From an optimization exercise on the open Yosys and OpenROAD flow, aimed at small area; shortcuts taken in it are not production practice. Only simulation tests tie the RTL to the original design; equivalence was not proved. The clock input has no modelled driver; a real chip could not lean on it and would need a root buffer or a full tree. No activity file was given, so power comes from the tool's default toggle rates.

## acorn_prng
module acorn_prng (
    input clk,
    input reset,
    input wire load,
    input wire [1:0] select,
    input wire [11:0] gpio_seed,
    input wire [11:0] LA1_seed,
    output reg [11:0] out,
    output [12:0] io_oeb,
    output wire reset_out
);
==> flow/config.mk <==
export PLATFORM = sky130hd
export DESIGN_NAME = acorn_prng
export DESIGN_NICKNAME = acorn_prng
export VERILOG_FILES = /design/flow/design.v
export SDC_FILE = /design/flow/constraint.sdc
export NUM_CORES = 4
export LEC_CHECK = 0
export CAP_MARGIN = 20
export CORE_MARGIN = 2
export CORE_UTILIZATION = 60
export SLEW_MARGIN = 20
==> flow/constraint.sdc <==
create_clock -name core_clock -period 5.0 [get_ports {clk}]
set_input_delay 1.0000 -clock core_clock [delete_from_list [all_inputs] [get_ports {clk}]]
set_output_delay 1.0000 -clock core_clock [all_outputs]
set_load 0.01 [all_outputs]
standard.sh (not shown) runs the stock make flow with config.mk's settings and CLKGATE_MAP_FILE= SYNTH_SCRIPT=/design/flow/synth_recipe.tcl, a recipe that flattens the netlist after the stock synthesis.
==> flow/flow/run.sh <==
#!/bin/bash
set -euo pipefail
here=$(pwd)
export BUFFER_PORTS_ARGS="-buffer_cell sky130_fd_sc_hd__buf_1"
export CTS_ARGS="-sink_clustering_enable -repair_clock_nets -dont_use_dummy_load -buf_list sky130_fd_sc_hd__clkbuf_8"
export POST_CTS_TCL="$here/flow/post_cts.tcl"
bash standard.sh > standard.log 2>&1
Other scripts of this flow, unchanged in this note and not shown: flow/flow/mytree.tcl, flow/flow/post_cts.tcl
Change:
CORE_UTILIZATION = 40   (was 60)
Maximum frequency falls by 1.1%.
Synthesized cell count does not change.
Worst setup slack loses 52 ps.
Wire length rises by 7.0%.
Change:
PLACE_DENSITY = 0.75   (was unset)
Routed wire length goes down by 1.7%; maximum frequency barely changes; global-route usage went down by 0.29 points.
Change:
GPL_TIMING_DRIVEN = 0   (was unset)
PLACE_DENSITY = unset   (was 0.75)
=> The changed run passed the timing, DRC and antenna checks; clock power rises slightly; wire length rises by roughly a tenth; global-route usage grows by 2.3 points; final cell count went up by a little under a tenth; fmax shrinks slightly; via count climbs by a few percent.
In every run of this note, the design's own scripts or RTL, not TritonCTS, make the clock network.

Another version of the RTL of acorn_prng (not shown whole).
For scale: roughly 55 I/O pins, ~0.0072 mm2 of cells after synthesis.
==> flow/config.mk <==
export PLATFORM = sky130hd
export DESIGN_NAME = acorn_prng
export DESIGN_NICKNAME = acorn_prng
export VERILOG_FILES = /design/flow/design.v
export SDC_FILE = /design/flow/constraint.sdc
export NUM_CORES = 4
export LEC_CHECK = 0
export CAP_MARGIN = 20
export CORE_MARGIN = 2
export CORE_UTILIZATION = 40
export SLEW_MARGIN = 20
==> flow/constraint.sdc <==
create_clock -name core_clock -period 5.0 [get_ports {clk}]
set_input_delay 1.0000 -clock core_clock [delete_from_list [all_inputs] [get_ports {clk}]]
set_output_delay 1.0000 -clock core_clock [all_outputs]
set_load 0.01 [all_outputs]
==> flow/flow/run.sh <==
#!/bin/bash
set -euo pipefail
export BUFFER_PORTS_ARGS="-buffer_cell sky130_fd_sc_hd__buf_1"
export CTS_ARGS="-sink_clustering_enable -repair_clock_nets -dont_use_dummy_load -sink_clustering_size 30 -sink_clustering_max_diameter 100 -buf_list sky130_fd_sc_hd__clkbuf_8"
bash standard.sh > standard.log 2>&1
Next try:
==> flow/run.sh (new file) <==
#!/bin/bash
# synth_recipe.tcl (not shown) runs the flow's synth.tcl, then flattens the netlist and writes it again
# the make line also repeats each setting of config.mk as NAME=value (left out here)
make -C /OpenROAD-flow-scripts/flow DESIGN_CONFIG=/design/flow/config.mk WORK_HOME=/design/flow/orfs CLKGATE_MAP_FILE= SYNTH_SCRIPT=/design/flow/synth_recipe.tcl finish
Settings changed: ABC_AREA set to 1, CORE_UTILIZATION 40 to 60, CTS_BUF_LIST set to sky130_fd_sc_hd__clkbuf_4 sky130_fd_sc_hd__clkbuf_8.
removed: flow/flow/run.sh
removed: flow/standard.sh
Wire length goes down by 4.3%.
Maximum frequency goes down by 7.6%.
Sequential share of layout area goes down by 5.4 points.
Non-clock buffer count goes up by 2.

-- re-timing with driven ports --
Ports are ideal in the flow. The routed layouts listed here were re-timed in OpenROAD. Step 1 assumes that a clkbuf_16 drives the clock port and a buf_2 every other input. Step 2 times the ports against the registers' clock, not the clock port: input delays grow and output delays shrink by t, the midpoint of the rising clock arrivals with the driver on. Three values: no drivers, after step 1, after step 2; two values: the first two.
run | t, ns | setup slack, ns | hold WS [ns]
the first run of note 1 | 0.459 | 0.161 / 0.161 / 0.161 | 0.460 / 0.460 / 0.460
the second run of note 1 | 0.467 | 0.109 / 0.109 / 0.109 | 0.478 / 0.478 / 0.478
the third run of note 1 | 0.461 | 0.109 / 0.109 / 0.109 | 0.464 / 0.464 / 0.464
the fourth run of note 1 | 0.481 | 0.059 / 0.059 / 0.059 | 0.463 / 0.463 / 0.463
the first run of note 2 | 0.471 | 1.863 / 1.863 / 1.863 | 0.402 / 0.402 / 0.402
the second run of note 2 | 0.503 | 1.603 / 1.572 / 1.514 | 0.419 / 0.419 / 0.419
After both steps every run listed still meets setup and hold. The setup slack of the second run of note 2, which loses most, moves by -0.031 ns with the drivers and by -0.089 ns with both steps.
